Source: an optimization exercise on an open RTL-to-GDS flow (aim: small area). Production flows keep margins and buffers that such runs may drop.
No functional check of the RTL was part of this run.

[flow/config.mk]
export PLATFORM = sky130hd
export DESIGN_NAME = Snake
export DESIGN_NICKNAME = Snake
export VERILOG_FILES = /design/flow/design.v
export SDC_FILE = /design/flow/constraint.sdc
export NUM_CORES = 8
export LEC_CHECK = 0
export CAP_MARGIN = 20
export CORE_MARGIN = 2
export CORE_UTILIZATION = 40
export SLEW_MARGIN = 20
[flow/constraint.sdc]
create_clock -name core_clock -period 10.0 [get_ports {CLK_100MHz}]
set_input_delay 2.0000 -clock core_clock [delete_from_list [all_inputs] [get_ports {CLK_100MHz}]]
set_output_delay 2.0000 -clock core_clock [all_outputs]
set_load 0.01 [all_outputs]
[flow/design.v]
module Snake (CLK_100MHz,Tick,Reset,Go,dir,gameOver,randX,randY,VBlank,HBlank,
              CurrentX,CurrentY,RED,GREEN,BLUE);
    input CLK_100MHz, Tick, Reset, VBlank, HBlank, Go;
    input [10:0] randX, randY, CurrentX, CurrentY;
    input [1:0] dir;
    output reg gameOver;
    output [3:0] RED, GREEN, BLUE;
    localparam NBLK = 8;    
    localparam BS   = 16;   
    reg        r_q, g_q, b_q;
    assign RED   = {4{r_q}};
    assign GREEN = {4{g_q}};
    assign BLUE  = {4{b_q}};
    reg  [8:0]  hx, hy;             
    reg  [8:0]  ancx [1:NBLK-1];    
    reg  [8:0]  ancy [1:NBLK-1];
    reg  [127:1] sa, sb;            
    reg  [6:0]  nvalid;             
    reg  [4:0]  sz;                 
    reg  [10:0] appleX, appleY;
    reg         pause, zflag;
    reg  [1:0]  ldir;
    wire [10:0] cx = CurrentX, cy = CurrentY;
    wire border = (cx <= 20) || (cx >= 780) || (cy <= 20) || (cy >= 580);
    wire apple  = (cx > appleX) && ({1'b0,cx} < {1'b0,appleX} + 12'd20) &&
                  (cy > appleY) && ({1'b0,cy} < {1'b0,appleY} + 12'd20);
    wire box00  = (cx != 0) && (cx < 20) && (cy != 0) && (cy < 20);
    wire [8:0] cqx = cx[10:2], cqy = cy[10:2];
    wire [8:0] zcx = cqx * 9'd205;
    wire [8:0] zcy = cqy * 9'd205;
    wire lox = (cx[1:0] == 2'b00), loy = (cy[1:0] == 2'b00);
    wire [4:0] rokx, roky;
    genvar r;
    generate
        for (r = 0; r < 5; r = r + 1) begin : rk
            assign rokx[r] = (r >= 1 || !lox) && (cqx >= r);
            assign roky[r] = (r >= 1 || !loy) && (cqy >= r);
        end
    endgenerate
    wire [NBLK-1:0] blk_ok, blk_pi;
    wire [3:0] ta [0:NBLK-1];
    wire [3:0] tb [0:NBLK-1];
    wire [127:0] hit;               
    genvar m, i;
    generate
        for (m = 0; m < NBLK; m = m + 1) begin : blk
            wire [8:0] axm, aym;
            if (m == 0) begin : h
                assign axm = hx;
                assign aym = hy;
            end else begin : a
                assign axm = ancx[m];
                assign aym = ancy[m];
            end
            wire okx, oky;
            wire [4:0] nx5, ny5;
            Snake_axis ax_(.zc(zcx), .za(axm), .rok(rokx), .ok(okx), .n(nx5));
            Snake_axis ay_(.zc(zcy), .za(aym), .rok(roky), .ok(oky), .n(ny5));
            wire [5:0] nx = {nx5[4], nx5};
            wire [5:0] ny = {ny5[4], ny5};
            wire [5:0] ps = nx + ny;
            wire [5:0] qs = nx - ny;
            wire pin = ($signed(ps) >= -15) && ($signed(ps) <= 15);
            wire qin = ($signed(qs) >= -15) && ($signed(qs) <= 15);
            assign blk_ok[m] = okx && oky && pin && qin;
            assign blk_pi[m] = ps[0];
            wire [5:0] pr = ps + {5'd0, ps[0]};
            wire [5:0] qr = qs + {5'd0, ps[0]};
            assign ta[m] = pr[4:1];
            assign tb[m] = qr[4:1];
            wire [3:0] ca [0:BS-1];
            wire [3:0] cb [0:BS-1];
            assign ca[0] = 4'd0;
            assign cb[0] = 4'd0;
            assign hit[BS*m] = blk_ok[m] && !blk_pi[m] && (ta[m] == 4'd0) && (tb[m] == 4'd0);
            for (i = 1; i < BS; i = i + 1) begin : ent
                if (BS*m + i <= 127) begin : e
                    assign ca[i] = ca[i-1] + {3'd0, sa[BS*m+i]} - ((i % 2 == 0) ? 4'd1 : 4'd0);
                    assign cb[i] = cb[i-1] + {3'd0, sb[BS*m+i]} - ((i % 2 == 0) ? 4'd1 : 4'd0);
                    assign hit[BS*m+i] = blk_ok[m] && (blk_pi[m] == (i % 2)) &&
                                         (ca[i] == ta[m]) && (cb[i] == tb[m]);
                end
            end
        end
    endgenerate
    wire head = hit[0];
    wire [6:0] size = {sz, 2'b11};
    wire [6:0] lim = (size < nvalid) ? size : nvalid;
    reg  snake_body;
    integer k;
    always @(*) begin
        snake_body = 1'b0;
        for (k = 1; k <= 127; k = k + 1)
            if (k <= lim) snake_body = snake_body | hit[k];
    end
    wire snake = snake_body | ((size > nvalid) && box00);
    wire restart = Reset || gameOver;
    wire eat = apple && head;
    wire zload = Reset || (Tick && zflag);
    wire [8:0] nhx = hx + ((ldir == 2'd1) ? 9'd1 : (ldir == 2'd3) ? 9'd511 : 9'd0);
    wire [8:0] nhy = hy + ((ldir == 2'd2) ? 9'd1 : (ldir == 2'd0) ? 9'd511 : 9'd0);
    wire na = (ldir == 2'd1) || (ldir == 2'd2);
    wire nb = (ldir == 2'd1) || (ldir == 2'd0);
    always @(posedge CLK_100MHz) begin
        ldir <= dir;
        if (restart) begin
            pause <= 1'b1;
            zflag <= 1'b1;
        end else begin
            if (Go) pause <= 1'b0;
            if (!pause) zflag <= 1'b0;
        end
        if (eat) begin
            appleX <= randX;
            appleY <= randY;
            if (sz != 5'd31) sz <= sz + 5'd1;
        end else if (restart) begin
            appleX <= 11'd400;
            appleY <= 11'd300;
            sz <= 5'd0;
        end
        gameOver <= !Reset && head && (border || snake);
        if (zload) begin
            hx <= 9'd5;       
            hy <= 9'd25;      
            nvalid <= 7'd0;
        end else if (Tick) begin
            hx <= nhx;
            hy <= nhy;
            if (nvalid != 7'd127) nvalid <= nvalid + 7'd1;
        end
        if (Tick) begin
            sa <= {sa[126:1], na};
            sb <= {sb[126:1], nb};
        end
        if (VBlank || HBlank) begin
            r_q <= 1'b0; g_q <= 1'b0; b_q <= 1'b0;
        end else begin
            r_q <= apple && !snake;
            g_q <= (head || snake) && !border;
            b_q <= border;
        end
    end
    generate
        for (m = 1; m < NBLK; m = m + 1) begin : anc
            wire a_ = sa[BS*m], b_ = sb[BS*m];
            wire xs = (a_ == b_);
            wire [8:0] ux = ancx[m] + (xs ? (a_ ? 9'd1 : 9'd511) : 9'd0);
            wire [8:0] uy = ancy[m] + (!xs ? (a_ ? 9'd1 : 9'd511) : 9'd0);
            wire v = (nvalid >= BS*m);
            always @(posedge CLK_100MHz)
                if (Tick) begin
                    ancx[m] <= v ? ux : 9'd5;
                    ancy[m] <= v ? uy : 9'd25;
                end
        end
    endgenerate
endmodule
module Snake_axis(zc, za, rok, ok, n);
    input  [8:0] zc, za;
    input  [4:0] rok;
    output ok;
    output [4:0] n;
    wire [8:0] d = zc - za;
    wire [8:0] e0 = d + 9'd15;
    wire [8:0] e1 = d + 9'd322;
    wire [8:0] e2 = d + 9'd117;
    wire [8:0] e3 = d + 9'd424;
    wire [8:0] e4 = d + 9'd219;
    wire s0 = rok[0] && (e0 < 9'd31);
    wire s1 = rok[1] && (e1 < 9'd31);
    wire s2 = rok[2] && (e2 < 9'd31);
    wire s3 = rok[3] && (e3 < 9'd31);
    wire s4 = rok[4] && (e4 < 9'd31);
    assign ok = s0 | s1 | s2 | s3 | s4;
    wire [4:0] e = ({5{s0}} & e0[4:0]) | ({5{s1}} & e1[4:0]) | ({5{s2}} & e2[4:0]) |
                   ({5{s3}} & e3[4:0]) | ({5{s4}} & e4[4:0]);
    assign n = {e[4], ~e[3:0]};
endmodule
[flow/flow/run.sh]
#!/bin/bash
# Own flow: the standard layout, with a synthesis that skips Yosys's full/half
# adder extraction (extract_fa) and maps with ABC's default area-recovering
# script.  Registers, their names and cell types are those of the standard
# synthesis (same RTL passes, same flop mapping); only the combinational
# mapping differs.
set -euo pipefail
W=$PWD
sed "s#SYNTH_SCRIPT=[^ ]*#SYNTH_SCRIPT=$W/flow/synth.tcl#" standard.sh > own_synth.sh
bash own_synth.sh synth > synth_make.log 2>&1
bash standard.sh > layout_make.log 2>&1
[flow/flow/synth.tcl]
# The standard synthesis script (synth_recipe.tcl) with two changes made by
# overriding commands: extract_fa does nothing, and abc maps with Yosys's
# default ABC script (no ORFS speed script, no delay target or drive constraints).
proc synth {args} { yosys synth -nofsm -noshare {*}$args }
proc extract_fa {args} { puts "own flow: extract_fa skipped" }
proc abc {args} {
  foreach k {-script -constr -D} {
    set i [lsearch -exact $args $k]
    if {$i >= 0} { set args [lreplace $args $i [expr {$i + 1}]] }
  }
  puts "own flow: abc $args"
  yosys abc {*}$args
}
source $::env(SCRIPTS_DIR)/synth.tcl
# left out here: clear keep_hierarchy, flatten, clean up, hide names made inside functions, write 1_2_yosys.v
[flow/standard.sh]
#!/bin/bash
# synth_recipe.tcl (not shown) runs the flow's synth.tcl, then flattens the netlist and writes it again
# the make line also repeats each setting of config.mk as NAME=value (left out here)
make -C /OpenROAD-flow-scripts/flow DESIGN_CONFIG=/design/flow/config.mk WORK_HOME=/design/flow/orfs CLKGATE_MAP_FILE= SYNTH_SCRIPT=/design/flow/synth_recipe.tcl "${@:-finish}"
==> impl_metrics.env <==
export IMPL_syn_avg_cell_area_um2=8.16
export IMPL_setup_viol=0
export IMPL_syn_area_mm2=0.0542
export IMPL_start_util=0.401
export IMPL_area_growth_pct=31.3
export IMPL_ant_nets=0
export IMPL_hold_class="reg -> reg"
export IMPL_drive_gt1_frac=0.202
export IMPL_synth_top_area_frac=0.226
export IMPL_grt_max_degree=94
export IMPL_vias_per_cell=5.62
export IMPL_relSlewSlack=0.195
export IMPL_synth_most_common_cell="xnor2_1"
export IMPL_slowest_stage="or4_1"
export IMPL_synth_seq_cells=440
export IMPL_grt_ovfl_total=0
export IMPL_num_vias=55600
export IMPL_clockBufferDepth=3
export IMPL_gp_congestion=0.969
export IMPL_clock_sinks=440
export IMPL_nFillCells=12700
export IMPL_grt_pass1_wl_mm=305
export IMPL_synthCells=6638
export IMPL_synth_cell_type_count=78
export IMPL_synth_warning_count=3
export IMPL_drt_total_wl_mm=198
export IMPL_post_route_period_util=0.977
export IMPL_critPathMaxStageDelay_ns=0.52
export IMPL_max_cap_violations=0
export IMPL_period_minus_slack_ns=9.77
export IMPL_start_kind="input pin"
export IMPL_synthArstFlopShare=0
export IMPL_syn_num_nets=6690
export IMPL_status="timing/DRC/antenna clean"
export IMPL_clock_skew_final_ns=0.0397
export IMPL_max_freq_mhz=102
export IMPL_yosysTopAreaCell="edfxtp_1"
export IMPL_hpwl_mm=156
export IMPL_io_buffers=64
export IMPL_hold_violations=0
export IMPL_clockRootBuffer="clkbuf_16"
export IMPL_yosysSeqAreaShare=0.238
export IMPL_drc=0
export IMPL_tightest_slew_ns=1.20
export IMPL_drtPass1Iterations=6
export IMPL_required_ns=10.61
export IMPL_die_y_um=372
export IMPL_dieArea_mm2=0.138
export IMPL_regArea_mm2=0.0129
export IMPL_grtUsageTotal=0.279
export IMPL_cts_hold_fix_buffers=0
export IMPL_rows=135
export IMPL_synth_edf_count=407
export IMPL_arrival_ns=10.38
export IMPL_worst_slack_ns=0.231
export IMPL_drv_slew=0
export IMPL_finalNetCount=8117
export IMPL_first_global_vias=53900
export IMPL_clkTransAtPathRegs_ns=0.06
export IMPL_dp_slack_ns=-2.13
export IMPL_io_pin_count=65
export IMPL_crit_fanout=11
export IMPL_cts_tree="done"
export IMPL_synth_top_cells_by_count="xnor2_1, nand2_1, xor2_1"
export IMPL_core_mm2=0.135
export IMPL_htree_num_levels=2
export IMPL_drtIter0Drc=4853
export IMPL_synth_area_leaders="edfxtp_1, xnor2_1, xor2_1"
export IMPL_synth_ff_type="edfxtp_1"
export IMPL_wire_per_inst_um=20.0
export IMPL_crit_type="in -> reg"
export IMPL_multi_input_area_mm2=0.0423
export IMPL_worst_hold_slack_ns=0.449
export IMPL_cts_made_buffers=61
export IMPL_fp_dieW_um=372
export IMPL_antenna_found_initial=10
export IMPL_clk_latency_ns=0.71
export IMPL_endpoint_kind="flip-flop"
==> cell families after synthesis <==
kind of cell	synth area share
and+or+nand+nor	0.219
xor gates and xnor gates	0.313
AOI/OAI and AO/OA	0.183
DFF	0.238
adders and majority gates	0.0283
buffers and inverters	0.0110
muxes	0.00834
==> sequential cells by signal, indices dropped and copies added (netlist names), 7 cells and up <==
signal	count
sa	127
appleX	11
hx	9
ancy	63
hy	9
appleY	11
nvalid	7
sb	127
ancx	63
==> metrics by stage <==
| stage | instances | TNS (ns) | utilization | cell area, µm² |
|---|---|---|---|---|
| after floorplan | 6638 | 0 | - | 54300 |
| after global placement | 9752 | -28.40 | 0.500 | 67400 |
| after detailed placement | 9752 | -32.39 | 0.500 | 67400 |
| after CTS | 9877 | 0 | 0.518 | 70000 |
| after global routing | 9896 | -0.0486 | 0.527 | 71100 |
| final | 9899 | 0 | 0.527 | 71100 |
==> worst max-delay path, delay by kind of cell <==
kind | cells | cell delay [ns]
mux | 1 | 0.38
simple gates | 8 | 1.98
fa+ha+maj | 3 | 1.16
xor+xnor | 6 | 1.67
buf+inv | 6 | 1.34
compound gates | 8 | 1.83
==> layout make-up <==
type / instances / area share
diodes: 3 / 0.000106
repair buffers: 1376 / 0.156
multi-input cells: 6051 / 0.595
clock inverters: 41 / 0.00630
inverters: 135 / 0.00714
well taps: 1781 / 0.0313
flip-flops and latches: 440 / 0.181
clock buffers: 72 / 0.0222
==> placed cells by master, fill, tap and decap left out, types with 96 or more instances in the layout <==
cell | Yosys | final
buf_4 | 12 | 1257
a21oi_1 | 380 | 369
nor3_1 | 161 | 152
maj3_1 | 153 | 142
nor2b_1 | 103 | 102
xor2_1 | 738 | 709
nor2_1 | 682 | 677
clkinv_1 | 135 | 143
nand2_1 | 778 | 776
xnor2_1 | 1005 | 944
edfxtp_1 | 407 | 407
o21ai_0 | 393 | 363
nand4_1 | 96 | 96
nand3_1 | 163 | 163
nand2b_1 | 106 | 104
==> final timing paths <==
path                                 start            endpoint  slack [ns]  cells after the start
setup / recovery               CurrentX[4]    gameOver$_DFF_P_        0.23                     32
hold / removal          pause$_SDFFE_PP1P_  zflag$_SDFFE_PP1N_        0.45                      2
hold reg to reg         pause$_SDFFE_PP1P_  zflag$_SDFFE_PP1N_        0.45                      2
setup reg to reg  ancx[7][0]$_SDFFCE_PN1P_    gameOver$_DFF_P_        1.39                     29
==> routing by layer <==
layer  routed length, µm  vias to the layer above  share of wire  GRT usage
met5                  32                        -        0.00016          0
met4                8170                        4          0.041      0.101
met3               12700                      361          0.064     0.0348
met2               91000                     1701           0.46      0.464
met1               86200                    26500           0.44      0.372
li1                    -                    27000              -          -
==> what timing repair did <==
item | CTS | global route
cloned | 0 | 0
buffers inserted | 13 | 18
gates resized for setup | 80 | 198
setup endpoints to repair | 3 | 8
hold endpoints to repair | 0 | 0
pin swaps | 22 | 57

==> static timing again, ports no longer ideal <==
Ports are ideal in the flow. The routed layout listed here was re-timed in OpenROAD. Step 1, drivers: a clkbuf_16 drives CLK_100MHz and a buf_2 each remaining input, both assumed. Step 2 adds t to the input delays and takes it off the output delays; t is the mean of the earliest and latest rising clock arrival at the registers after step 1. Input paths then give back, and output paths get back, about the clock's delay inside the block. a / b / c = ideal ports / drivers / drivers and shift; a / b = the first two.
t (ns): 0.768
setup WS [ns]: 0.231 / 0.225 / -0.542
hold slack, ns: 0.449 / 0.449 / 0.449
pins driven straight from the clock port: 1
Met with ideal ports but missed after step 2: setup timing in this run. The setup slack of this run moves by -0.006 ns with the drivers and by -0.773 ns with both steps.
